This design comes from an exercise in tuning for small area on the open sky130 flow, not from production work. Only simulation tests tie the RTL to the original design; equivalence was not proved. No activity file was given, so power comes from the tool's default toggle rates.

$ cat flow/design.v
module ALU (a, b, ctrl, res, R15, res_we, R15_we);
	input [15:0] a, b;
	input [3:0] ctrl;
	output reg [15:0] res;
	output reg [15:0] R15;
	output reg res_we, R15_we;
	wire pp0_0 = a[0] & b[0];
	wire pp0_1 = a[1] & b[0];
	wire pp0_2 = a[2] & b[0];
	wire pp0_3 = a[3] & b[0];
	wire pp0_4 = a[4] & b[0];
	wire pp0_5 = a[5] & b[0];
	wire pp0_6 = a[6] & b[0];
	wire pp0_7 = a[7] & b[0];
	wire pp0_8 = a[8] & b[0];
	wire pp0_9 = a[9] & b[0];
	wire pp0_10 = a[10] & b[0];
	wire pp0_11 = a[11] & b[0];
	wire pp0_12 = a[12] & b[0];
	wire pp0_13 = a[13] & b[0];
	wire pp0_14 = a[14] & b[0];
	wire pp0_15 = ~(a[15] & b[0]);
	wire pp1_0 = a[0] & b[1];
	wire pp1_1 = a[1] & b[1];
	wire pp1_2 = a[2] & b[1];
	wire pp1_3 = a[3] & b[1];
	wire pp1_4 = a[4] & b[1];
	wire pp1_5 = a[5] & b[1];
	wire pp1_6 = a[6] & b[1];
	wire pp1_7 = a[7] & b[1];
	wire pp1_8 = a[8] & b[1];
	wire pp1_9 = a[9] & b[1];
	wire pp1_10 = a[10] & b[1];
	wire pp1_11 = a[11] & b[1];
	wire pp1_12 = a[12] & b[1];
	wire pp1_13 = a[13] & b[1];
	wire pp1_14 = a[14] & b[1];
	wire pp1_15 = ~(a[15] & b[1]);
	wire pp2_0 = a[0] & b[2];
	wire pp2_1 = a[1] & b[2];
	wire pp2_2 = a[2] & b[2];
	wire pp2_3 = a[3] & b[2];
	wire pp2_4 = a[4] & b[2];
	wire pp2_5 = a[5] & b[2];
	wire pp2_6 = a[6] & b[2];
	wire pp2_7 = a[7] & b[2];
	wire pp2_8 = a[8] & b[2];
	wire pp2_9 = a[9] & b[2];
	wire pp2_10 = a[10] & b[2];
	wire pp2_11 = a[11] & b[2];
	wire pp2_12 = a[12] & b[2];
	wire pp2_13 = a[13] & b[2];
	wire pp2_14 = a[14] & b[2];
	wire pp2_15 = ~(a[15] & b[2]);
	wire pp3_0 = a[0] & b[3];
	wire pp3_1 = a[1] & b[3];
	wire pp3_2 = a[2] & b[3];
	wire pp3_3 = a[3] & b[3];
	wire pp3_4 = a[4] & b[3];
	wire pp3_5 = a[5] & b[3];
	wire pp3_6 = a[6] & b[3];
	wire pp3_7 = a[7] & b[3];
	wire pp3_8 = a[8] & b[3];
	wire pp3_9 = a[9] & b[3];
	wire pp3_10 = a[10] & b[3];
	wire pp3_11 = a[11] & b[3];
	wire pp3_12 = a[12] & b[3];
	wire pp3_13 = a[13] & b[3];
	wire pp3_14 = a[14] & b[3];
	wire pp3_15 = ~(a[15] & b[3]);
	wire pp4_0 = a[0] & b[4];
	wire pp4_1 = a[1] & b[4];
	wire pp4_2 = a[2] & b[4];
	wire pp4_3 = a[3] & b[4];
	wire pp4_4 = a[4] & b[4];
	wire pp4_5 = a[5] & b[4];
	wire pp4_6 = a[6] & b[4];
	wire pp4_7 = a[7] & b[4];
	wire pp4_8 = a[8] & b[4];
	wire pp4_9 = a[9] & b[4];
	wire pp4_10 = a[10] & b[4];
	wire pp4_11 = a[11] & b[4];
	wire pp4_12 = a[12] & b[4];
	wire pp4_13 = a[13] & b[4];
	wire pp4_14 = a[14] & b[4];
	wire pp4_15 = ~(a[15] & b[4]);
	wire pp5_0 = a[0] & b[5];
	wire pp5_1 = a[1] & b[5];
	wire pp5_2 = a[2] & b[5];
	wire pp5_3 = a[3] & b[5];
	wire pp5_4 = a[4] & b[5];
	wire pp5_5 = a[5] & b[5];
	wire pp5_6 = a[6] & b[5];
	wire pp5_7 = a[7] & b[5];
	wire pp5_8 = a[8] & b[5];
	wire pp5_9 = a[9] & b[5];
	wire pp5_10 = a[10] & b[5];
	wire pp5_11 = a[11] & b[5];
	wire pp5_12 = a[12] & b[5];
	wire pp5_13 = a[13] & b[5];
	wire pp5_14 = a[14] & b[5];
	wire pp5_15 = ~(a[15] & b[5]);
	wire pp6_0 = a[0] & b[6];
	wire pp6_1 = a[1] & b[6];
	wire pp6_2 = a[2] & b[6];
	wire pp6_3 = a[3] & b[6];
	wire pp6_4 = a[4] & b[6];
	wire pp6_5 = a[5] & b[6];
	wire pp6_6 = a[6] & b[6];
	wire pp6_7 = a[7] & b[6];
	wire pp6_8 = a[8] & b[6];
	wire pp6_9 = a[9] & b[6];
	wire pp6_10 = a[10] & b[6];
	wire pp6_11 = a[11] & b[6];
	wire pp6_12 = a[12] & b[6];
	wire pp6_13 = a[13] & b[6];
	wire pp6_14 = a[14] & b[6];
	wire pp6_15 = ~(a[15] & b[6]);
	wire pp7_0 = a[0] & b[7];
	wire pp7_1 = a[1] & b[7];
	wire pp7_2 = a[2] & b[7];
	wire pp7_3 = a[3] & b[7];
	wire pp7_4 = a[4] & b[7];
	wire pp7_5 = a[5] & b[7];
	wire pp7_6 = a[6] & b[7];
	wire pp7_7 = a[7] & b[7];
	wire pp7_8 = a[8] & b[7];
	wire pp7_9 = a[9] & b[7];
	wire pp7_10 = a[10] & b[7];
	wire pp7_11 = a[11] & b[7];
	wire pp7_12 = a[12] & b[7];
	wire pp7_13 = a[13] & b[7];
	wire pp7_14 = a[14] & b[7];
	wire pp7_15 = ~(a[15] & b[7]);
	wire pp8_0 = a[0] & b[8];
	wire pp8_1 = a[1] & b[8];
	wire pp8_2 = a[2] & b[8];
	wire pp8_3 = a[3] & b[8];
	wire pp8_4 = a[4] & b[8];
	wire pp8_5 = a[5] & b[8];
	wire pp8_6 = a[6] & b[8];
	wire pp8_7 = a[7] & b[8];
	wire pp8_8 = a[8] & b[8];
	wire pp8_9 = a[9] & b[8];
	wire pp8_10 = a[10] & b[8];
	wire pp8_11 = a[11] & b[8];
	wire pp8_12 = a[12] & b[8];
	wire pp8_13 = a[13] & b[8];
	wire pp8_14 = a[14] & b[8];
	wire pp8_15 = ~(a[15] & b[8]);
	wire pp9_0 = a[0] & b[9];
	wire pp9_1 = a[1] & b[9];
	wire pp9_2 = a[2] & b[9];
	wire pp9_3 = a[3] & b[9];
	wire pp9_4 = a[4] & b[9];
	wire pp9_5 = a[5] & b[9];
	wire pp9_6 = a[6] & b[9];
	wire pp9_7 = a[7] & b[9];
	wire pp9_8 = a[8] & b[9];
	wire pp9_9 = a[9] & b[9];
	wire pp9_10 = a[10] & b[9];
	wire pp9_11 = a[11] & b[9];
	wire pp9_12 = a[12] & b[9];
	wire pp9_13 = a[13] & b[9];
	wire pp9_14 = a[14] & b[9];
	wire pp9_15 = ~(a[15] & b[9]);
	wire pp10_0 = a[0] & b[10];
	wire pp10_1 = a[1] & b[10];
	wire pp10_2 = a[2] & b[10];
	wire pp10_3 = a[3] & b[10];
	wire pp10_4 = a[4] & b[10];
	wire pp10_5 = a[5] & b[10];
	wire pp10_6 = a[6] & b[10];
	wire pp10_7 = a[7] & b[10];
	wire pp10_8 = a[8] & b[10];
	wire pp10_9 = a[9] & b[10];
	wire pp10_10 = a[10] & b[10];
	wire pp10_11 = a[11] & b[10];
	wire pp10_12 = a[12] & b[10];
	wire pp10_13 = a[13] & b[10];
	wire pp10_14 = a[14] & b[10];
	wire pp10_15 = ~(a[15] & b[10]);
	wire pp11_0 = a[0] & b[11];
	wire pp11_1 = a[1] & b[11];
	wire pp11_2 = a[2] & b[11];
	wire pp11_3 = a[3] & b[11];
	wire pp11_4 = a[4] & b[11];
	wire pp11_5 = a[5] & b[11];
	wire pp11_6 = a[6] & b[11];
	wire pp11_7 = a[7] & b[11];
	wire pp11_8 = a[8] & b[11];
	wire pp11_9 = a[9] & b[11];
	wire pp11_10 = a[10] & b[11];
	wire pp11_11 = a[11] & b[11];
	wire pp11_12 = a[12] & b[11];
	wire pp11_13 = a[13] & b[11];
	wire pp11_14 = a[14] & b[11];
	wire pp11_15 = ~(a[15] & b[11]);
	wire pp12_0 = a[0] & b[12];
	wire pp12_1 = a[1] & b[12];
	wire pp12_2 = a[2] & b[12];
	wire pp12_3 = a[3] & b[12];
	wire pp12_4 = a[4] & b[12];
	wire pp12_5 = a[5] & b[12];
	wire pp12_6 = a[6] & b[12];
	wire pp12_7 = a[7] & b[12];
	wire pp12_8 = a[8] & b[12];
	wire pp12_9 = a[9] & b[12];
	wire pp12_10 = a[10] & b[12];
	wire pp12_11 = a[11] & b[12];
	wire pp12_12 = a[12] & b[12];
	wire pp12_13 = a[13] & b[12];
	wire pp12_14 = a[14] & b[12];
	wire pp12_15 = ~(a[15] & b[12]);
	wire pp13_0 = a[0] & b[13];
	wire pp13_1 = a[1] & b[13];
	wire pp13_2 = a[2] & b[13];
	wire pp13_3 = a[3] & b[13];
	wire pp13_4 = a[4] & b[13];
	wire pp13_5 = a[5] & b[13];
	wire pp13_6 = a[6] & b[13];
	wire pp13_7 = a[7] & b[13];
	wire pp13_8 = a[8] & b[13];
	wire pp13_9 = a[9] & b[13];
	wire pp13_10 = a[10] & b[13];
	wire pp13_11 = a[11] & b[13];
	wire pp13_12 = a[12] & b[13];
	wire pp13_13 = a[13] & b[13];
	wire pp13_14 = a[14] & b[13];
	wire pp13_15 = ~(a[15] & b[13]);
	wire pp14_0 = a[0] & b[14];
	wire pp14_1 = a[1] & b[14];
	wire pp14_2 = a[2] & b[14];
	wire pp14_3 = a[3] & b[14];
	wire pp14_4 = a[4] & b[14];
	wire pp14_5 = a[5] & b[14];
	wire pp14_6 = a[6] & b[14];
	wire pp14_7 = a[7] & b[14];
	wire pp14_8 = a[8] & b[14];
	wire pp14_9 = a[9] & b[14];
	wire pp14_10 = a[10] & b[14];
	wire pp14_11 = a[11] & b[14];
	wire pp14_12 = a[12] & b[14];
	wire pp14_13 = a[13] & b[14];
	wire pp14_14 = a[14] & b[14];
	wire pp14_15 = ~(a[15] & b[14]);
	wire pp15_0 = ~(a[0] & b[15]);
	wire pp15_1 = ~(a[1] & b[15]);
	wire pp15_2 = ~(a[2] & b[15]);
	wire pp15_3 = ~(a[3] & b[15]);
	wire pp15_4 = ~(a[4] & b[15]);
	wire pp15_5 = ~(a[5] & b[15]);
	wire pp15_6 = ~(a[6] & b[15]);
	wire pp15_7 = ~(a[7] & b[15]);
	wire pp15_8 = ~(a[8] & b[15]);
	wire pp15_9 = ~(a[9] & b[15]);
	wire pp15_10 = ~(a[10] & b[15]);
	wire pp15_11 = ~(a[11] & b[15]);
	wire pp15_12 = ~(a[12] & b[15]);
	wire pp15_13 = ~(a[13] & b[15]);
	wire pp15_14 = ~(a[14] & b[15]);
	wire pp15_15 = a[15] & b[15];
	wire hs1 = pp0_13 ^ pp1_12;
	wire hc2 = pp0_13 & pp1_12;
	wire fs3 = pp0_14 ^ pp1_13 ^ pp2_12;
	wire fc4 = (pp0_14 & pp1_13) | (pp2_12 & (pp0_14 ^ pp1_13));
	wire hs5 = pp3_11 ^ pp4_10;
	wire hc6 = pp3_11 & pp4_10;
	wire fs7 = pp0_15 ^ pp1_14 ^ pp2_13;
	wire fc8 = (pp0_15 & pp1_14) | (pp2_13 & (pp0_15 ^ pp1_14));
	wire fs9 = pp3_12 ^ pp4_11 ^ pp5_10;
	wire fc10 = (pp3_12 & pp4_11) | (pp5_10 & (pp3_12 ^ pp4_11));
	wire hs11 = pp6_9 ^ pp7_8;
	wire hc12 = pp6_9 & pp7_8;
	wire fs13 = pp1_15 ^ pp2_14 ^ pp3_13;
	wire fc14 = (pp1_15 & pp2_14) | (pp3_13 & (pp1_15 ^ pp2_14));
	wire fs15 = pp4_12 ^ pp5_11 ^ pp6_10;
	wire fc16 = (pp4_12 & pp5_11) | (pp6_10 & (pp4_12 ^ pp5_11));
	wire fs17 = pp7_9 ^ pp8_8 ^ pp9_7;
	wire fc18 = (pp7_9 & pp8_8) | (pp9_7 & (pp7_9 ^ pp8_8));
	wire fs19 = pp2_15 ^ pp3_14 ^ pp4_13;
	wire fc20 = (pp2_15 & pp3_14) | (pp4_13 & (pp2_15 ^ pp3_14));
	wire fs21 = pp5_12 ^ pp6_11 ^ pp7_10;
	wire fc22 = (pp5_12 & pp6_11) | (pp7_10 & (pp5_12 ^ pp6_11));
	wire fs23 = pp3_15 ^ pp4_14 ^ pp5_13;
	wire fc24 = (pp3_15 & pp4_14) | (pp5_13 & (pp3_15 ^ pp4_14));
	wire hs25 = pp0_9 ^ pp1_8;
	wire hc26 = pp0_9 & pp1_8;
	wire fs27 = pp0_10 ^ pp1_9 ^ pp2_8;
	wire fc28 = (pp0_10 & pp1_9) | (pp2_8 & (pp0_10 ^ pp1_9));
	wire hs29 = pp3_7 ^ pp4_6;
	wire hc30 = pp3_7 & pp4_6;
	wire fs31 = pp0_11 ^ pp1_10 ^ pp2_9;
	wire fc32 = (pp0_11 & pp1_10) | (pp2_9 & (pp0_11 ^ pp1_10));
	wire fs33 = pp3_8 ^ pp4_7 ^ pp5_6;
	wire fc34 = (pp3_8 & pp4_7) | (pp5_6 & (pp3_8 ^ pp4_7));
	wire hs35 = pp6_5 ^ pp7_4;
	wire hc36 = pp6_5 & pp7_4;
	wire fs37 = pp0_12 ^ pp1_11 ^ pp2_10;
	wire fc38 = (pp0_12 & pp1_11) | (pp2_10 & (pp0_12 ^ pp1_11));
	wire fs39 = pp3_9 ^ pp4_8 ^ pp5_7;
	wire fc40 = (pp3_9 & pp4_8) | (pp5_7 & (pp3_9 ^ pp4_8));
	wire fs41 = pp6_6 ^ pp7_5 ^ pp8_4;
	wire fc42 = (pp6_6 & pp7_5) | (pp8_4 & (pp6_6 ^ pp7_5));
	wire hs43 = pp9_3 ^ pp10_2;
	wire hc44 = pp9_3 & pp10_2;
	wire fs45 = pp2_11 ^ pp3_10 ^ pp4_9;
	wire fc46 = (pp2_11 & pp3_10) | (pp4_9 & (pp2_11 ^ pp3_10));
	wire fs47 = pp5_8 ^ pp6_7 ^ pp7_6;
	wire fc48 = (pp5_8 & pp6_7) | (pp7_6 & (pp5_8 ^ pp6_7));
	wire fs49 = pp8_5 ^ pp9_4 ^ pp10_3;
	wire fc50 = (pp8_5 & pp9_4) | (pp10_3 & (pp8_5 ^ pp9_4));
	wire fs51 = pp11_2 ^ pp12_1 ^ pp13_0;
	wire fc52 = (pp11_2 & pp12_1) | (pp13_0 & (pp11_2 ^ pp12_1));
	wire fs53 = pp5_9 ^ pp6_8 ^ pp7_7;
	wire fc54 = (pp5_9 & pp6_8) | (pp7_7 & (pp5_9 ^ pp6_8));
	wire fs55 = pp8_6 ^ pp9_5 ^ pp10_4;
	wire fc56 = (pp8_6 & pp9_5) | (pp10_4 & (pp8_6 ^ pp9_5));
	wire fs57 = pp11_3 ^ pp12_2 ^ pp13_1;
	wire fc58 = (pp11_3 & pp12_2) | (pp13_1 & (pp11_3 ^ pp12_2));
	wire fs59 = pp14_0 ^ fs3 ^ hs5;
	wire fc60 = (pp14_0 & fs3) | (hs5 & (pp14_0 ^ fs3));
	wire fs61 = pp8_7 ^ pp9_6 ^ pp10_5;
	wire fc62 = (pp8_7 & pp9_6) | (pp10_5 & (pp8_7 ^ pp9_6));
	wire fs63 = pp11_4 ^ pp12_3 ^ pp13_2;
	wire fc64 = (pp11_4 & pp12_3) | (pp13_2 & (pp11_4 ^ pp12_3));
	wire fs65 = pp14_1 ^ pp15_0 ^ fs7;
	wire fc66 = (pp14_1 & pp15_0) | (fs7 & (pp14_1 ^ pp15_0));
	wire fs67 = fs9 ^ hs11 ^ fc4;
	wire fc68 = (fs9 & hs11) | (fc4 & (fs9 ^ hs11));
	wire fs69 = pp10_6 ^ pp11_5 ^ pp12_4;
	wire fc70 = (pp10_6 & pp11_5) | (pp12_4 & (pp10_6 ^ pp11_5));
	wire fs71 = pp13_3 ^ pp14_2 ^ pp15_1;
	wire fc72 = (pp13_3 & pp14_2) | (pp15_1 & (pp13_3 ^ pp14_2));
	wire fs73 = 1'b1 ^ fs13 ^ fs15;
	wire fc74 = (1'b1 & fs13) | (fs15 & (1'b1 ^ fs13));
	wire fs75 = fs17 ^ fc8 ^ fc10;
	wire fc76 = (fs17 & fc8) | (fc10 & (fs17 ^ fc8));
	wire fs77 = pp8_9 ^ pp9_8 ^ pp10_7;
	wire fc78 = (pp8_9 & pp9_8) | (pp10_7 & (pp8_9 ^ pp9_8));
	wire fs79 = pp11_6 ^ pp12_5 ^ pp13_4;
	wire fc80 = (pp11_6 & pp12_5) | (pp13_4 & (pp11_6 ^ pp12_5));
	wire fs81 = pp14_3 ^ pp15_2 ^ fs19;
	wire fc82 = (pp14_3 & pp15_2) | (fs19 & (pp14_3 ^ pp15_2));
	wire fs83 = fs21 ^ fc14 ^ fc16;
	wire fc84 = (fs21 & fc14) | (fc16 & (fs21 ^ fc14));
	wire fs85 = pp6_12 ^ pp7_11 ^ pp8_10;
	wire fc86 = (pp6_12 & pp7_11) | (pp8_10 & (pp6_12 ^ pp7_11));
	wire fs87 = pp9_9 ^ pp10_8 ^ pp11_7;
	wire fc88 = (pp9_9 & pp10_8) | (pp11_7 & (pp9_9 ^ pp10_8));
	wire fs89 = pp12_6 ^ pp13_5 ^ pp14_4;
	wire fc90 = (pp12_6 & pp13_5) | (pp14_4 & (pp12_6 ^ pp13_5));
	wire fs91 = pp15_3 ^ fs23 ^ fc20;
	wire fc92 = (pp15_3 & fs23) | (fc20 & (pp15_3 ^ fs23));
	wire fs93 = pp4_15 ^ pp5_14 ^ pp6_13;
	wire fc94 = (pp4_15 & pp5_14) | (pp6_13 & (pp4_15 ^ pp5_14));
	wire fs95 = pp7_12 ^ pp8_11 ^ pp9_10;
	wire fc96 = (pp7_12 & pp8_11) | (pp9_10 & (pp7_12 ^ pp8_11));
	wire fs97 = pp10_9 ^ pp11_8 ^ pp12_7;
	wire fc98 = (pp10_9 & pp11_8) | (pp12_7 & (pp10_9 ^ pp11_8));
	wire fs99 = pp13_6 ^ pp14_5 ^ pp15_4;
	wire fc100 = (pp13_6 & pp14_5) | (pp15_4 & (pp13_6 ^ pp14_5));
	wire fs101 = pp5_15 ^ pp6_14 ^ pp7_13;
	wire fc102 = (pp5_15 & pp6_14) | (pp7_13 & (pp5_15 ^ pp6_14));
	wire fs103 = pp8_12 ^ pp9_11 ^ pp10_10;
	wire fc104 = (pp8_12 & pp9_11) | (pp10_10 & (pp8_12 ^ pp9_11));
	wire fs105 = pp11_9 ^ pp12_8 ^ pp13_7;
	wire fc106 = (pp11_9 & pp12_8) | (pp13_7 & (pp11_9 ^ pp12_8));
	wire fs107 = pp6_15 ^ pp7_14 ^ pp8_13;
	wire fc108 = (pp6_15 & pp7_14) | (pp8_13 & (pp6_15 ^ pp7_14));
	wire fs109 = pp9_12 ^ pp10_11 ^ pp11_10;
	wire fc110 = (pp9_12 & pp10_11) | (pp11_10 & (pp9_12 ^ pp10_11));
	wire fs111 = pp7_15 ^ pp8_14 ^ pp9_13;
	wire fc112 = (pp7_15 & pp8_14) | (pp9_13 & (pp7_15 ^ pp8_14));
	wire hs113 = pp0_6 ^ pp1_5;
	wire hc114 = pp0_6 & pp1_5;
	wire fs115 = pp0_7 ^ pp1_6 ^ pp2_5;
	wire fc116 = (pp0_7 & pp1_6) | (pp2_5 & (pp0_7 ^ pp1_6));
	wire hs117 = pp3_4 ^ pp4_3;
	wire hc118 = pp3_4 & pp4_3;
	wire fs119 = pp0_8 ^ pp1_7 ^ pp2_6;
	wire fc120 = (pp0_8 & pp1_7) | (pp2_6 & (pp0_8 ^ pp1_7));
	wire fs121 = pp3_5 ^ pp4_4 ^ pp5_3;
	wire fc122 = (pp3_5 & pp4_4) | (pp5_3 & (pp3_5 ^ pp4_4));
	wire hs123 = pp6_2 ^ pp7_1;
	wire hc124 = pp6_2 & pp7_1;
	wire fs125 = pp2_7 ^ pp3_6 ^ pp4_5;
	wire fc126 = (pp2_7 & pp3_6) | (pp4_5 & (pp2_7 ^ pp3_6));
	wire fs127 = pp5_4 ^ pp6_3 ^ pp7_2;
	wire fc128 = (pp5_4 & pp6_3) | (pp7_2 & (pp5_4 ^ pp6_3));
	wire fs129 = pp8_1 ^ pp9_0 ^ hs25;
	wire fc130 = (pp8_1 & pp9_0) | (hs25 & (pp8_1 ^ pp9_0));
	wire fs131 = pp5_5 ^ pp6_4 ^ pp7_3;
	wire fc132 = (pp5_5 & pp6_4) | (pp7_3 & (pp5_5 ^ pp6_4));
	wire fs133 = pp8_2 ^ pp9_1 ^ pp10_0;
	wire fc134 = (pp8_2 & pp9_1) | (pp10_0 & (pp8_2 ^ pp9_1));
	wire fs135 = fs27 ^ hs29 ^ hc26;
	wire fc136 = (fs27 & hs29) | (hc26 & (fs27 ^ hs29));
	wire fs137 = pp8_3 ^ pp9_2 ^ pp10_1;
	wire fc138 = (pp8_3 & pp9_2) | (pp10_1 & (pp8_3 ^ pp9_2));
	wire fs139 = pp11_0 ^ fs31 ^ fs33;
	wire fc140 = (pp11_0 & fs31) | (fs33 & (pp11_0 ^ fs31));
	wire fs141 = hs35 ^ fc28 ^ hc30;
	wire fc142 = (hs35 & fc28) | (hc30 & (hs35 ^ fc28));
	wire fs143 = pp11_1 ^ pp12_0 ^ fs37;
	wire fc144 = (pp11_1 & pp12_0) | (fs37 & (pp11_1 ^ pp12_0));
	wire fs145 = fs39 ^ fs41 ^ hs43;
	wire fc146 = (fs39 & fs41) | (hs43 & (fs39 ^ fs41));
	wire fs147 = fc32 ^ fc34 ^ hc36;
	wire fc148 = (fc32 & fc34) | (hc36 & (fc32 ^ fc34));
	wire fs149 = hs1 ^ fs45 ^ fs47;
	wire fc150 = (hs1 & fs45) | (fs47 & (hs1 ^ fs45));
	wire fs151 = fs49 ^ fs51 ^ fc38;
	wire fc152 = (fs49 & fs51) | (fc38 & (fs49 ^ fs51));
	wire fs153 = fc40 ^ fc42 ^ hc44;
	wire fc154 = (fc40 & fc42) | (hc44 & (fc40 ^ fc42));
	wire fs155 = hc2 ^ fs53 ^ fs55;
	wire fc156 = (hc2 & fs53) | (fs55 & (hc2 ^ fs53));
	wire fs157 = fs57 ^ fs59 ^ fc46;
	wire fc158 = (fs57 & fs59) | (fc46 & (fs57 ^ fs59));
	wire fs159 = fc48 ^ fc50 ^ fc52;
	wire fc160 = (fc48 & fc50) | (fc52 & (fc48 ^ fc50));
	wire fs161 = hc6 ^ fs61 ^ fs63;
	wire fc162 = (hc6 & fs61) | (fs63 & (hc6 ^ fs61));
	wire fs163 = fs65 ^ fs67 ^ fc54;
	wire fc164 = (fs65 & fs67) | (fc54 & (fs65 ^ fs67));
	wire fs165 = fc56 ^ fc58 ^ fc60;
	wire fc166 = (fc56 & fc58) | (fc60 & (fc56 ^ fc58));
	wire fs167 = hc12 ^ fs69 ^ fs71;
	wire fc168 = (hc12 & fs69) | (fs71 & (hc12 ^ fs69));
	wire fs169 = fs73 ^ fs75 ^ fc62;
	wire fc170 = (fs73 & fs75) | (fc62 & (fs73 ^ fs75));
	wire fs171 = fc64 ^ fc66 ^ fc68;
	wire fc172 = (fc64 & fc66) | (fc68 & (fc64 ^ fc66));
	wire fs173 = fc18 ^ fs77 ^ fs79;
	wire fc174 = (fc18 & fs77) | (fs79 & (fc18 ^ fs77));
	wire fs175 = fs81 ^ fs83 ^ fc70;
	wire fc176 = (fs81 & fs83) | (fc70 & (fs81 ^ fs83));
	wire fs177 = fc72 ^ fc74 ^ fc76;
	wire fc178 = (fc72 & fc74) | (fc76 & (fc72 ^ fc74));
	wire fs179 = fc22 ^ fs85 ^ fs87;
	wire fc180 = (fc22 & fs85) | (fs87 & (fc22 ^ fs85));
	wire fs181 = fs89 ^ fs91 ^ fc78;
	wire fc182 = (fs89 & fs91) | (fc78 & (fs89 ^ fs91));
	wire fs183 = fc80 ^ fc82 ^ fc84;
	wire fc184 = (fc80 & fc82) | (fc84 & (fc80 ^ fc82));
	wire fs185 = fc24 ^ fs93 ^ fs95;
	wire fc186 = (fc24 & fs93) | (fs95 & (fc24 ^ fs93));
	wire fs187 = fs97 ^ fs99 ^ fc86;
	wire fc188 = (fs97 & fs99) | (fc86 & (fs97 ^ fs99));
	wire fs189 = fc88 ^ fc90 ^ fc92;
	wire fc190 = (fc88 & fc90) | (fc92 & (fc88 ^ fc90));
	wire fs191 = pp14_6 ^ pp15_5 ^ fs101;
	wire fc192 = (pp14_6 & pp15_5) | (fs101 & (pp14_6 ^ pp15_5));
	wire fs193 = fs103 ^ fs105 ^ fc94;
	wire fc194 = (fs103 & fs105) | (fc94 & (fs103 ^ fs105));
	wire fs195 = fc96 ^ fc98 ^ fc100;
	wire fc196 = (fc96 & fc98) | (fc100 & (fc96 ^ fc98));
	wire fs197 = pp12_9 ^ pp13_8 ^ pp14_7;
	wire fc198 = (pp12_9 & pp13_8) | (pp14_7 & (pp12_9 ^ pp13_8));
	wire fs199 = pp15_6 ^ fs107 ^ fs109;
	wire fc200 = (pp15_6 & fs107) | (fs109 & (pp15_6 ^ fs107));
	wire fs201 = fc102 ^ fc104 ^ fc106;
	wire fc202 = (fc102 & fc104) | (fc106 & (fc102 ^ fc104));
	wire fs203 = pp10_12 ^ pp11_11 ^ pp12_10;
	wire fc204 = (pp10_12 & pp11_11) | (pp12_10 & (pp10_12 ^ pp11_11));
	wire fs205 = pp13_9 ^ pp14_8 ^ pp15_7;
	wire fc206 = (pp13_9 & pp14_8) | (pp15_7 & (pp13_9 ^ pp14_8));
	wire fs207 = fs111 ^ fc108 ^ fc110;
	wire fc208 = (fs111 & fc108) | (fc110 & (fs111 ^ fc108));
	wire fs209 = pp8_15 ^ pp9_14 ^ pp10_13;
	wire fc210 = (pp8_15 & pp9_14) | (pp10_13 & (pp8_15 ^ pp9_14));
	wire fs211 = pp11_12 ^ pp12_11 ^ pp13_10;
	wire fc212 = (pp11_12 & pp12_11) | (pp13_10 & (pp11_12 ^ pp12_11));
	wire fs213 = pp14_9 ^ pp15_8 ^ fc112;
	wire fc214 = (pp14_9 & pp15_8) | (fc112 & (pp14_9 ^ pp15_8));
	wire fs215 = pp9_15 ^ pp10_14 ^ pp11_13;
	wire fc216 = (pp9_15 & pp10_14) | (pp11_13 & (pp9_15 ^ pp10_14));
	wire fs217 = pp12_12 ^ pp13_11 ^ pp14_10;
	wire fc218 = (pp12_12 & pp13_11) | (pp14_10 & (pp12_12 ^ pp13_11));
	wire fs219 = pp10_15 ^ pp11_14 ^ pp12_13;
	wire fc220 = (pp10_15 & pp11_14) | (pp12_13 & (pp10_15 ^ pp11_14));
	wire hs221 = pp0_4 ^ pp1_3;
	wire hc222 = pp0_4 & pp1_3;
	wire fs223 = pp0_5 ^ pp1_4 ^ pp2_3;
	wire fc224 = (pp0_5 & pp1_4) | (pp2_3 & (pp0_5 ^ pp1_4));
	wire hs225 = pp3_2 ^ pp4_1;
	wire hc226 = pp3_2 & pp4_1;
	wire fs227 = pp2_4 ^ pp3_3 ^ pp4_2;
	wire fc228 = (pp2_4 & pp3_3) | (pp4_2 & (pp2_4 ^ pp3_3));
	wire fs229 = pp5_1 ^ pp6_0 ^ hs113;
	wire fc230 = (pp5_1 & pp6_0) | (hs113 & (pp5_1 ^ pp6_0));
	wire fs231 = pp5_2 ^ pp6_1 ^ pp7_0;
	wire fc232 = (pp5_2 & pp6_1) | (pp7_0 & (pp5_2 ^ pp6_1));
	wire fs233 = fs115 ^ hs117 ^ hc114;
	wire fc234 = (fs115 & hs117) | (hc114 & (fs115 ^ hs117));
	wire fs235 = pp8_0 ^ fs119 ^ fs121;
	wire fc236 = (pp8_0 & fs119) | (fs121 & (pp8_0 ^ fs119));
	wire fs237 = hs123 ^ fc116 ^ hc118;
	wire fc238 = (hs123 & fc116) | (hc118 & (hs123 ^ fc116));
	wire fs239 = fs125 ^ fs127 ^ fs129;
	wire fc240 = (fs125 & fs127) | (fs129 & (fs125 ^ fs127));
	wire fs241 = fc120 ^ fc122 ^ hc124;
	wire fc242 = (fc120 & fc122) | (hc124 & (fc120 ^ fc122));
	wire fs243 = fs131 ^ fs133 ^ fs135;
	wire fc244 = (fs131 & fs133) | (fs135 & (fs131 ^ fs133));
	wire fs245 = fc126 ^ fc128 ^ fc130;
	wire fc246 = (fc126 & fc128) | (fc130 & (fc126 ^ fc128));
	wire fs247 = fs137 ^ fs139 ^ fs141;
	wire fc248 = (fs137 & fs139) | (fs141 & (fs137 ^ fs139));
	wire fs249 = fc132 ^ fc134 ^ fc136;
	wire fc250 = (fc132 & fc134) | (fc136 & (fc132 ^ fc134));
	wire fs251 = fs143 ^ fs145 ^ fs147;
	wire fc252 = (fs143 & fs145) | (fs147 & (fs143 ^ fs145));
	wire fs253 = fc138 ^ fc140 ^ fc142;
	wire fc254 = (fc138 & fc140) | (fc142 & (fc138 ^ fc140));
	wire fs255 = fs149 ^ fs151 ^ fs153;
	wire fc256 = (fs149 & fs151) | (fs153 & (fs149 ^ fs151));
	wire fs257 = fc144 ^ fc146 ^ fc148;
	wire fc258 = (fc144 & fc146) | (fc148 & (fc144 ^ fc146));
	wire fs259 = fs155 ^ fs157 ^ fs159;
	wire fc260 = (fs155 & fs157) | (fs159 & (fs155 ^ fs157));
	wire fs261 = fc150 ^ fc152 ^ fc154;
	wire fc262 = (fc150 & fc152) | (fc154 & (fc150 ^ fc152));
	wire fs263 = fs161 ^ fs163 ^ fs165;
	wire fc264 = (fs161 & fs163) | (fs165 & (fs161 ^ fs163));
	wire fs265 = fc156 ^ fc158 ^ fc160;
	wire fc266 = (fc156 & fc158) | (fc160 & (fc156 ^ fc158));
	wire fs267 = fs167 ^ fs169 ^ fs171;
	wire fc268 = (fs167 & fs169) | (fs171 & (fs167 ^ fs169));
	wire fs269 = fc162 ^ fc164 ^ fc166;
	wire fc270 = (fc162 & fc164) | (fc166 & (fc162 ^ fc164));
	wire fs271 = fs173 ^ fs175 ^ fs177;
	wire fc272 = (fs173 & fs175) | (fs177 & (fs173 ^ fs175));
	wire fs273 = fc168 ^ fc170 ^ fc172;
	wire fc274 = (fc168 & fc170) | (fc172 & (fc168 ^ fc170));
	wire fs275 = fs179 ^ fs181 ^ fs183;
	wire fc276 = (fs179 & fs181) | (fs183 & (fs179 ^ fs181));
	wire fs277 = fc174 ^ fc176 ^ fc178;
	wire fc278 = (fc174 & fc176) | (fc178 & (fc174 ^ fc176));
	wire fs279 = fs185 ^ fs187 ^ fs189;
	wire fc280 = (fs185 & fs187) | (fs189 & (fs185 ^ fs187));
	wire fs281 = fc180 ^ fc182 ^ fc184;
	wire fc282 = (fc180 & fc182) | (fc184 & (fc180 ^ fc182));
	wire fs283 = fs191 ^ fs193 ^ fs195;
	wire fc284 = (fs191 & fs193) | (fs195 & (fs191 ^ fs193));
	wire fs285 = fc186 ^ fc188 ^ fc190;
	wire fc286 = (fc186 & fc188) | (fc190 & (fc186 ^ fc188));
	wire fs287 = fs197 ^ fs199 ^ fs201;
	wire fc288 = (fs197 & fs199) | (fs201 & (fs197 ^ fs199));
	wire fs289 = fc192 ^ fc194 ^ fc196;
	wire fc290 = (fc192 & fc194) | (fc196 & (fc192 ^ fc194));
	wire fs291 = fs203 ^ fs205 ^ fs207;
	wire fc292 = (fs203 & fs205) | (fs207 & (fs203 ^ fs205));
	wire fs293 = fc198 ^ fc200 ^ fc202;
	wire fc294 = (fc198 & fc200) | (fc202 & (fc198 ^ fc200));
	wire fs295 = fs209 ^ fs211 ^ fs213;
	wire fc296 = (fs209 & fs211) | (fs213 & (fs209 ^ fs211));
	wire fs297 = fc204 ^ fc206 ^ fc208;
	wire fc298 = (fc204 & fc206) | (fc208 & (fc204 ^ fc206));
	wire fs299 = pp15_9 ^ fs215 ^ fs217;
	wire fc300 = (pp15_9 & fs215) | (fs217 & (pp15_9 ^ fs215));
	wire fs301 = fc210 ^ fc212 ^ fc214;
	wire fc302 = (fc210 & fc212) | (fc214 & (fc210 ^ fc212));
	wire fs303 = pp13_12 ^ pp14_11 ^ pp15_10;
	wire fc304 = (pp13_12 & pp14_11) | (pp15_10 & (pp13_12 ^ pp14_11));
	wire fs305 = fs219 ^ fc216 ^ fc218;
	wire fc306 = (fs219 & fc216) | (fc218 & (fs219 ^ fc216));
	wire fs307 = pp11_15 ^ pp12_14 ^ pp13_13;
	wire fc308 = (pp11_15 & pp12_14) | (pp13_13 & (pp11_15 ^ pp12_14));
	wire fs309 = pp14_12 ^ pp15_11 ^ fc220;
	wire fc310 = (pp14_12 & pp15_11) | (fc220 & (pp14_12 ^ pp15_11));
	wire fs311 = pp12_15 ^ pp13_14 ^ pp14_13;
	wire fc312 = (pp12_15 & pp13_14) | (pp14_13 & (pp12_15 ^ pp13_14));
	wire hs313 = pp0_3 ^ pp1_2;
	wire hc314 = pp0_3 & pp1_2;
	wire fs315 = pp2_2 ^ pp3_1 ^ pp4_0;
	wire fc316 = (pp2_2 & pp3_1) | (pp4_0 & (pp2_2 ^ pp3_1));
	wire fs317 = pp5_0 ^ fs223 ^ hs225;
	wire fc318 = (pp5_0 & fs223) | (hs225 & (pp5_0 ^ fs223));
	wire fs319 = fs227 ^ fs229 ^ fc224;
	wire fc320 = (fs227 & fs229) | (fc224 & (fs227 ^ fs229));
	wire fs321 = fs231 ^ fs233 ^ fc228;
	wire fc322 = (fs231 & fs233) | (fc228 & (fs231 ^ fs233));
	wire fs323 = fs235 ^ fs237 ^ fc232;
	wire fc324 = (fs235 & fs237) | (fc232 & (fs235 ^ fs237));
	wire fs325 = fs239 ^ fs241 ^ fc236;
	wire fc326 = (fs239 & fs241) | (fc236 & (fs239 ^ fs241));
	wire fs327 = fs243 ^ fs245 ^ fc240;
	wire fc328 = (fs243 & fs245) | (fc240 & (fs243 ^ fs245));
	wire fs329 = fs247 ^ fs249 ^ fc244;
	wire fc330 = (fs247 & fs249) | (fc244 & (fs247 ^ fs249));
	wire fs331 = fs251 ^ fs253 ^ fc248;
	wire fc332 = (fs251 & fs253) | (fc248 & (fs251 ^ fs253));
	wire fs333 = fs255 ^ fs257 ^ fc252;
	wire fc334 = (fs255 & fs257) | (fc252 & (fs255 ^ fs257));
	wire fs335 = fs259 ^ fs261 ^ fc256;
	wire fc336 = (fs259 & fs261) | (fc256 & (fs259 ^ fs261));
	wire fs337 = fs263 ^ fs265 ^ fc260;
	wire fc338 = (fs263 & fs265) | (fc260 & (fs263 ^ fs265));
	wire fs339 = fs267 ^ fs269 ^ fc264;
	wire fc340 = (fs267 & fs269) | (fc264 & (fs267 ^ fs269));
	wire fs341 = fs271 ^ fs273 ^ fc268;
	wire fc342 = (fs271 & fs273) | (fc268 & (fs271 ^ fs273));
	wire fs343 = fs275 ^ fs277 ^ fc272;
	wire fc344 = (fs275 & fs277) | (fc272 & (fs275 ^ fs277));
	wire fs345 = fs279 ^ fs281 ^ fc276;
	wire fc346 = (fs279 & fs281) | (fc276 & (fs279 ^ fs281));
	wire fs347 = fs283 ^ fs285 ^ fc280;
	wire fc348 = (fs283 & fs285) | (fc280 & (fs283 ^ fs285));
	wire fs349 = fs287 ^ fs289 ^ fc284;
	wire fc350 = (fs287 & fs289) | (fc284 & (fs287 ^ fs289));
	wire fs351 = fs291 ^ fs293 ^ fc288;
	wire fc352 = (fs291 & fs293) | (fc288 & (fs291 ^ fs293));
	wire fs353 = fs295 ^ fs297 ^ fc292;
	wire fc354 = (fs295 & fs297) | (fc292 & (fs295 ^ fs297));
	wire fs355 = fs299 ^ fs301 ^ fc296;
	wire fc356 = (fs299 & fs301) | (fc296 & (fs299 ^ fs301));
	wire fs357 = fs303 ^ fs305 ^ fc300;
	wire fc358 = (fs303 & fs305) | (fc300 & (fs303 ^ fs305));
	wire fs359 = fs307 ^ fs309 ^ fc304;
	wire fc360 = (fs307 & fs309) | (fc304 & (fs307 ^ fs309));
	wire fs361 = pp15_12 ^ fs311 ^ fc308;
	wire fc362 = (pp15_12 & fs311) | (fc308 & (pp15_12 ^ fs311));
	wire fs363 = pp13_15 ^ pp14_14 ^ pp15_13;
	wire fc364 = (pp13_15 & pp14_14) | (pp15_13 & (pp13_15 ^ pp14_14));
	wire hs365 = pp0_2 ^ pp1_1;
	wire hc366 = pp0_2 & pp1_1;
	wire fs367 = pp2_1 ^ pp3_0 ^ hs313;
	wire fc368 = (pp2_1 & pp3_0) | (hs313 & (pp2_1 ^ pp3_0));
	wire fs369 = hs221 ^ fs315 ^ hc314;
	wire fc370 = (hs221 & fs315) | (hc314 & (hs221 ^ fs315));
	wire fs371 = hc222 ^ fs317 ^ fc316;
	wire fc372 = (hc222 & fs317) | (fc316 & (hc222 ^ fs317));
	wire fs373 = hc226 ^ fs319 ^ fc318;
	wire fc374 = (hc226 & fs319) | (fc318 & (hc226 ^ fs319));
	wire fs375 = fc230 ^ fs321 ^ fc320;
	wire fc376 = (fc230 & fs321) | (fc320 & (fc230 ^ fs321));
	wire fs377 = fc234 ^ fs323 ^ fc322;
	wire fc378 = (fc234 & fs323) | (fc322 & (fc234 ^ fs323));
	wire fs379 = fc238 ^ fs325 ^ fc324;
	wire fc380 = (fc238 & fs325) | (fc324 & (fc238 ^ fs325));
	wire fs381 = fc242 ^ fs327 ^ fc326;
	wire fc382 = (fc242 & fs327) | (fc326 & (fc242 ^ fs327));
	wire fs383 = fc246 ^ fs329 ^ fc328;
	wire fc384 = (fc246 & fs329) | (fc328 & (fc246 ^ fs329));
	wire fs385 = fc250 ^ fs331 ^ fc330;
	wire fc386 = (fc250 & fs331) | (fc330 & (fc250 ^ fs331));
	wire fs387 = fc254 ^ fs333 ^ fc332;
	wire fc388 = (fc254 & fs333) | (fc332 & (fc254 ^ fs333));
	wire fs389 = fc258 ^ fs335 ^ fc334;
	wire fc390 = (fc258 & fs335) | (fc334 & (fc258 ^ fs335));
	wire fs391 = fc262 ^ fs337 ^ fc336;
	wire fc392 = (fc262 & fs337) | (fc336 & (fc262 ^ fs337));
	wire fs393 = fc266 ^ fs339 ^ fc338;
	wire fc394 = (fc266 & fs339) | (fc338 & (fc266 ^ fs339));
	wire fs395 = fc270 ^ fs341 ^ fc340;
	wire fc396 = (fc270 & fs341) | (fc340 & (fc270 ^ fs341));
	wire fs397 = fc274 ^ fs343 ^ fc342;
	wire fc398 = (fc274 & fs343) | (fc342 & (fc274 ^ fs343));
	wire fs399 = fc278 ^ fs345 ^ fc344;
	wire fc400 = (fc278 & fs345) | (fc344 & (fc278 ^ fs345));
	wire fs401 = fc282 ^ fs347 ^ fc346;
	wire fc402 = (fc282 & fs347) | (fc346 & (fc282 ^ fs347));
	wire fs403 = fc286 ^ fs349 ^ fc348;
	wire fc404 = (fc286 & fs349) | (fc348 & (fc286 ^ fs349));
	wire fs405 = fc290 ^ fs351 ^ fc350;
	wire fc406 = (fc290 & fs351) | (fc350 & (fc290 ^ fs351));
	wire fs407 = fc294 ^ fs353 ^ fc352;
	wire fc408 = (fc294 & fs353) | (fc352 & (fc294 ^ fs353));
	wire fs409 = fc298 ^ fs355 ^ fc354;
	wire fc410 = (fc298 & fs355) | (fc354 & (fc298 ^ fs355));
	wire fs411 = fc302 ^ fs357 ^ fc356;
	wire fc412 = (fc302 & fs357) | (fc356 & (fc302 ^ fs357));
	wire fs413 = fc306 ^ fs359 ^ fc358;
	wire fc414 = (fc306 & fs359) | (fc358 & (fc306 ^ fs359));
	wire fs415 = fc310 ^ fs361 ^ fc360;
	wire fc416 = (fc310 & fs361) | (fc360 & (fc310 ^ fs361));
	wire fs417 = fc312 ^ fs363 ^ fc362;
	wire fc418 = (fc312 & fs363) | (fc362 & (fc312 ^ fs363));
	wire fs419 = pp14_15 ^ pp15_14 ^ fc364;
	wire fc420 = (pp14_15 & pp15_14) | (fc364 & (pp14_15 ^ pp15_14));
	wire hs421 = pp0_1 ^ pp1_0;
	wire hc422 = pp0_1 & pp1_0;
	wire fs423 = pp2_0 ^ hs365 ^ hc422;
	wire fc424 = (pp2_0 & hs365) | (hc422 & (pp2_0 ^ hs365));
	wire fs425 = fs367 ^ hc366 ^ fc424;
	wire fc426 = (fs367 & hc366) | (fc424 & (fs367 ^ hc366));
	wire fs427 = fs369 ^ fc368 ^ fc426;
	wire fc428 = (fs369 & fc368) | (fc426 & (fs369 ^ fc368));
	wire fs429 = fs371 ^ fc370 ^ fc428;
	wire fc430 = (fs371 & fc370) | (fc428 & (fs371 ^ fc370));
	wire fs431 = fs373 ^ fc372 ^ fc430;
	wire fc432 = (fs373 & fc372) | (fc430 & (fs373 ^ fc372));
	wire fs433 = fs375 ^ fc374 ^ fc432;
	wire fc434 = (fs375 & fc374) | (fc432 & (fs375 ^ fc374));
	wire fs435 = fs377 ^ fc376 ^ fc434;
	wire fc436 = (fs377 & fc376) | (fc434 & (fs377 ^ fc376));
	wire fs437 = fs379 ^ fc378 ^ fc436;
	wire fc438 = (fs379 & fc378) | (fc436 & (fs379 ^ fc378));
	wire fs439 = fs381 ^ fc380 ^ fc438;
	wire fc440 = (fs381 & fc380) | (fc438 & (fs381 ^ fc380));
	wire fs441 = fs383 ^ fc382 ^ fc440;
	wire fc442 = (fs383 & fc382) | (fc440 & (fs383 ^ fc382));
	wire fs443 = fs385 ^ fc384 ^ fc442;
	wire fc444 = (fs385 & fc384) | (fc442 & (fs385 ^ fc384));
	wire fs445 = fs387 ^ fc386 ^ fc444;
	wire fc446 = (fs387 & fc386) | (fc444 & (fs387 ^ fc386));
	wire fs447 = fs389 ^ fc388 ^ fc446;
	wire fc448 = (fs389 & fc388) | (fc446 & (fs389 ^ fc388));
	wire fs449 = fs391 ^ fc390 ^ fc448;
	wire fc450 = (fs391 & fc390) | (fc448 & (fs391 ^ fc390));
	wire fs451 = fs393 ^ fc392 ^ fc450;
	wire fc452 = (fs393 & fc392) | (fc450 & (fs393 ^ fc392));
	wire fs453 = fs395 ^ fc394 ^ fc452;
	wire fc454 = (fs395 & fc394) | (fc452 & (fs395 ^ fc394));
	wire fs455 = fs397 ^ fc396 ^ fc454;
	wire fc456 = (fs397 & fc396) | (fc454 & (fs397 ^ fc396));
	wire fs457 = fs399 ^ fc398 ^ fc456;
	wire fc458 = (fs399 & fc398) | (fc456 & (fs399 ^ fc398));
	wire fs459 = fs401 ^ fc400 ^ fc458;
	wire fc460 = (fs401 & fc400) | (fc458 & (fs401 ^ fc400));
	wire fs461 = fs403 ^ fc402 ^ fc460;
	wire fc462 = (fs403 & fc402) | (fc460 & (fs403 ^ fc402));
	wire fs463 = fs405 ^ fc404 ^ fc462;
	wire fc464 = (fs405 & fc404) | (fc462 & (fs405 ^ fc404));
	wire fs465 = fs407 ^ fc406 ^ fc464;
	wire fc466 = (fs407 & fc406) | (fc464 & (fs407 ^ fc406));
	wire fs467 = fs409 ^ fc408 ^ fc466;
	wire fc468 = (fs409 & fc408) | (fc466 & (fs409 ^ fc408));
	wire fs469 = fs411 ^ fc410 ^ fc468;
	wire fc470 = (fs411 & fc410) | (fc468 & (fs411 ^ fc410));
	wire fs471 = fs413 ^ fc412 ^ fc470;
	wire fc472 = (fs413 & fc412) | (fc470 & (fs413 ^ fc412));
	wire fs473 = fs415 ^ fc414 ^ fc472;
	wire fc474 = (fs415 & fc414) | (fc472 & (fs415 ^ fc414));
	wire fs475 = fs417 ^ fc416 ^ fc474;
	wire fc476 = (fs417 & fc416) | (fc474 & (fs417 ^ fc416));
	wire fs477 = fs419 ^ fc418 ^ fc476;
	wire fc478 = (fs419 & fc418) | (fc476 & (fs419 ^ fc418));
	wire fs479 = pp15_15 ^ fc420 ^ fc478;
	wire fc480 = (pp15_15 & fc420) | (fc478 & (pp15_15 ^ fc420));
	wire [31:0] prod_l = {fc480, fs479, fs477, fs475, fs473, fs471, fs469, fs467, fs465, fs463, fs461, fs459, fs457, fs455, fs453, fs451, fs449, fs447, fs445, fs443, fs441, fs439, fs437, fs435, fs433, fs431, fs429, fs427, fs425, fs423, hs421, pp0_0};
	wire [31:0] prod = {~prod_l[31], prod_l[30:0]};
	wire sa = a[15];
	wire sb = b[15];
	wire [15:0] A, D;
	genvar g, j;
	generate
		for (g = 0; g < 16; g = g + 1) begin : mag
			if (g == 0) begin : m0
				assign A[0] = a[0];
				assign D[0] = b[0];
			end else begin : mn
				assign A[g] = a[g] ^ (sa & (|a[g-1:0]));
				assign D[g] = b[g] ^ (sb & (|b[g-1:0]));
			end
		end
	endgenerate
	wire [16:0] z;
	assign z[16] = 1'b1;
	generate
		for (g = 0; g < 16; g = g + 1) begin : zz
			assign z[g] = z[g+1] & ~D[g];
		end
	endgenerate
	wire [15:0] rr [0:16];
	wire [15:0] q;
	assign rr[16] = 16'd0;
	generate
		for (g = 15; g >= 0; g = g - 1) begin : row
			localparam W = 16 - g;
			wire [W-1:0] P;
			if (W == 1) begin : p1
				assign P = A[g];
			end else begin : pn
				assign P = {rr[g+1][W-2:0], A[g]};
			end
			wire [W:0] c;
			wire [W-1:0] T;
			assign c[0] = 1'b1;
			for (j = 0; j < W; j = j + 1) begin : cb
				assign T[j] = P[j] ^ (q[g] & ~(D[j] ^ c[j]));
				assign c[j+1] = (P[j] & ~D[j]) | (c[j] & (P[j] | ~D[j]));
			end
			assign q[g] = c[W] & z[W];
			wire [W-1:0] r = T;
			if (W == 16) begin : rf
				assign rr[g] = r;
			end else begin : rp
				assign rr[g] = {{(16-W){1'b0}}, r};
			end
		end
	endgenerate
	wire sq = (sa ^ sb) & ~z[0];
	wire [15:0] quo = sq ? -q : q;
	wire [15:0] rem = sa ? -rr[0] : rr[0];
	always @(*) begin
		res = 16'd0;
		R15 = 16'd0;
		res_we = 1'b1;
		R15_we = 1'b0;
		case (ctrl)
			4'd0: res = a + b;
			4'd1: res = a - b;
			4'd2: begin {R15, res} = prod; R15_we = 1'b1; end
			4'd3: begin res = quo; R15 = rem; R15_we = 1'b1; end
			4'd4: res = a & b;
			4'd5: res = a | b;
			default: res_we = 1'b0;
		endcase
	end
endmodule
module alu16(clk, rst, a, b, ctrl, res, R15);
	input clk, rst;
	input [15:0] a, b;
	input [3:0] ctrl;
	output reg [15:0] res;
	output reg [15:0] R15;
	wire [15:0] alu_res, alu_R15;
	wire res_we, R15_we;
	ALU u_alu(.a(a), .b(b), .ctrl(ctrl), .res(alu_res), .R15(alu_R15), .res_we(res_we), .R15_we(R15_we));
	always @(posedge clk, negedge rst) begin
		if (~rst) begin
			res <= 16'h0000;
			R15 <= 16'h0000;
		end
		else begin
			if (res_we)
				res <= alu_res;
			if (R15_we)
				R15 <= alu_R15;
		end
	end
endmodule
$ cat flow/run.sh
#!/bin/bash
# synth_recipe.tcl (not shown) runs the flow's synth.tcl, then flattens the netlist and writes it again
# the make line also repeats each setting of config.mk as NAME=value (left out here)
make -C /OpenROAD-flow-scripts/flow DESIGN_CONFIG=/design/flow/config.mk WORK_HOME=/design/flow/orfs CLKGATE_MAP_FILE= SYNTH_SCRIPT=/design/flow/synth_recipe.tcl finish
$ cat flow/config.mk
export PLATFORM = sky130hd
export DESIGN_NAME = alu16
export DESIGN_NICKNAME = alu16
export VERILOG_FILES = /design/flow/design.v
export SDC_FILE = /design/flow/constraint.sdc
export NUM_CORES = 4
export LEC_CHECK = 0
export ABC_AREA = 1
export CAP_MARGIN = 20
export CORE_MARGIN = 2
export CORE_UTILIZATION = 40
export SLEW_MARGIN = 20
$ cat flow/constraint.sdc
create_clock -name core_clock -period 40.0 [get_ports {clk}]
set_input_delay 8.0000 -clock core_clock [delete_from_list [all_inputs] [get_ports {clk}]]
set_output_delay 8.0000 -clock core_clock [all_outputs]
set_load 0.01 [all_outputs]
==> impl_metrics.py <==
metrics = {
    "cts": {
        "clkSinkCount": 32,
        "clock_path_buffers": 2,
        "cts.htree.levels": 2,
        "clk_pin_slew_ns": 0.06,
        "ctsHoldBuffers": 0,
        "ctsResizeCount": 0,
        "postCtsSetupBuffers": 0,
        "cts-buffers-inserted": 5,
        "clock_tree.root_cell": "sky130_fd_sc_hd__clkbuf_16",
        "cts_tree": "done",
        "insertion_delay_to_the_later_sink_of_the_worst_skew_pair_ns": 0.29,
    },
    "sta": {
        "timing_worst_slew_pin_value_ns": 1.09,
        "period_share": 0.764,
        "final_hold_viol_count": 0,
        "slew_violations": 0,
        "final-setup-viol-count": 0,
        "slew-limit-headroom": 0.274,
        "achievable-frequency_mhz": 32.7,
        "setup_repair_after_global_routing_missed_its_margin": "no",
        "min_period_ns": 30.58,
        "finClkSkew_ns": 0,
        "setup-tns-final_ns": 0,
    },
    "drt": {
        "initialDrtViolationCount": 1179,
        "routed-via-count": 18100,
        "wire_per_inst_um": 17.5,
        "number_of_remaining_drc_errors": 0,
        "dr.pass1.iters": 6,
        "post_drt_via_cell_ratio": 5.20,
        "routed_wirelength_um": 61000,
        "postRouteAntennaNets": 0,
    },
    "synthesis": {
        "ys_async_sr_fraction": 1.00,
        "syn-instance-count": 2871,
        "syn_nets": 3174,
        "count_of_warnings_emitted_by_yosys": 2,
        "synthesis.area_per_instance_um2": 6.55,
        "synth_edf_count": 0,
        "synth-seq-cells": 32,
        "total_standard_cell_area_after_synthesis_um2": 18800,
        "sequential_to_total_area_share_from_yosys_stat": 0.0426,
        "post_synth_num_cell_types": 67,
        "synthFlopType": "sky130_fd_sc_hd__dfrtp_1",
    },
    "grt": {
        "overflow": 0,
        "grt_max_degree": 51,
        "combined_global_route_utilization_of_all_metal_layers": 0.252,
        "via_count_of_the_first_global_routing_pass": 18400,
        "antenna_violations_before_repair": 1,
        "wire_length_of_the_first_global_routing_pass_um": 99000,
    },
    "floorplanning": {
        "dieArea_um2": 48800,
        "rows": 79,
        "die_width_um": 221,
        "ios": 70,
        "initial_cell_density_of_the_core": 0.405,
        "core_region_area_um2": 46500,
        "overall_die_height_um": 221,
    },
    "place": {
        "gpl.final_weighted_congestion": 0.930,
        "dp_hpwl_um": 46600,
        "port_buffers": 69,
    },
    "pwr": {
        "fin_total_pwr_w": 0.000993,
        "powerDensity_nw_per_um2": 50.0,
        "leakage_nw": 11.0,
        "vdd.ir_drop.worst_mv": 0.0462,
    },
    "layout": {
        "synthToLayoutAreaGrowth_pct": 5.56,
        "final_layout_size_suffix_gt1_frac": 0.110,
        "design.final.nets": 3177,
        "mostFrequentLayoutCells": "sky130_fd_sc_hd__nand2_1, sky130_fd_sc_hd__inv_1, sky130_fd_sc_hd__nand3_1",
        "final_common_cell": "sky130_fd_sc_hd__nand2_1",
    },
    "worst_setup_path": {
        "worst-path-buf-inv": 31,
        "cp_slowest_cell": "sky130_fd_sc_hd__inv_1",
        "type_of_the_worst_setup_path": "primary input to flip-flop",
        "regToRegSetupSlack_ns": 39.12,
        "cp_max_fo": 50,
        "endpoint_kind": "flip-flop",
        "most_repeated_library_cell_on_the_critical_path": "sky130_fd_sc_hd__nand3_2",
        "cpLargestDelayFamily": "simple AND/OR/NAND/NOR gates",
        "critical_path_required_ns": 40.18,
        "startpoint_type": "primary input",
        "crit_path_max_incr_delay_ns": 0.57,
        "critPathArrivalTime_ns": 30.76,
    },
    "job": {
        "max_capacitance_violation_count": 0,
    },
    "status": {
        "outcome": "no timing/DRC/antenna violations",
    },
    "worst_hold_path": {
        "holdCritPathClass": "flip-flop to flip-flop",
    },
}
## per-stage QoR
step	instances	utilization	setup slack [ns]	hold WS, ns	cell area [um^2]
floorplan	2871	-	14.09	0.515	18800
global placement	3474	0.424	10.02	0.506	19700
detailed placement	3474	0.424	9.27	0.508	19700
CTS	3482	0.427	9.52	0.523	19800
global route	3482	0.427	6.81	0.539	19800
finish	3483	0.427	9.42	0.516	19800
## area by class of cell
type,instances,area [um^2]
fill,4900,26600
multi-input combinational,2122,14800
inverter,595,2280
timing repair buffer,118,1040
sequential,32,801
tap,607,759
clock buffer,6,139
clock inverter,2,10.0
antenna,1,2.50
## power by group
part	internal, W	switching, W	total (W)
sequential	0.0000453	0.0000129	0.0000582
clock	0.0000246	0.0000167	0.0000413
combinational	0.000352	0.000542	0.000894
total	0.000422	0.000572	0.000993
## Yosys cell counts (all sizes together), types with 7 or more instances
cell       n  share of area
nand3b     8         0.0038
xor2     114          0.061
nand4     24         0.0096
buf       65          0.031
xnor2     25          0.012
ha        40          0.027
nor3      10         0.0033
nand2    961           0.21
o2111ai    7         0.0033
clkinv     7         0.0021
o21ai     84          0.022
nand3    336           0.12
a21oi     41          0.012
clkbuf    53          0.017
a31oi     16         0.0053
fa       225           0.24
o31ai      8         0.0032
a211oi     7         0.0028
nor2     175          0.037
inv      588           0.12
dfrtp     32          0.043
## flip-flops by register name, summed over array words and instances (netlist names)
signal and flops:
R15 16, res 16
## final timing paths
path                         from  endpoint  cells after the start
max                          b[0]   res[14]                    204
min                        R15[7]    R15[7]                      2
max in group asynchronous     rst    R15[6]                      1
min in group asynchronous     rst   res[13]                      1
min reg2reg                R15[7]    R15[7]                      2
max reg2reg                res[2]    res[2]                      1
## metal layers
metal | vias to the layer above | part of all wire | GRT usage
li1 | 8649 | - | -
met1 | 8719 | 0.42 | 0.321
met2 | 589 | 0.49 | 0.451
met3 | 139 | 0.053 | 0.0191
met4 | 0 | 0.032 | 0.0801
met5 | - | 0 | 0
## kinds of logic (layout without fill, tap and decap cells)
logic type,after synthesis,count (layout),share of synthesized area
flip-flops,32,32,0.0426
XOR/XNOR,139,139,0.0731
AO/OA/AOI/OAI,195,195,0.0627
other,0,1,0
adder cells (fa/ha/maj),265,265,0.266
buffers and inverters,717,721,0.171
AND/OR/NAND/NOR,1523,1523,0.384

==> separate check: timing with driven ports <==
Ports are ideal in the flow. The routed layout listed here was re-timed in OpenROAD. Step 1 sets driving cells, clkbuf_16 on the clock port and buf_2 on the other inputs (assumed; they add their load-dependent delay and slew). Step 2 times the ports against the registers' clock, not the clock port: input delays grow and output delays shrink by t, the midpoint of the rising clock arrivals with the driver on. a / b / c = ideal / step 1 / step 2; a / b = the first two.
t, ns: 0.339
setup WS [ns]: 9.422 / 9.449 / 9.110
worst data-port slew with drivers (ns): 0.08
After both steps this run still meets setup and hold. The setup slack of this run moves by +0.027 ns with the drivers and by -0.312 ns with both steps.
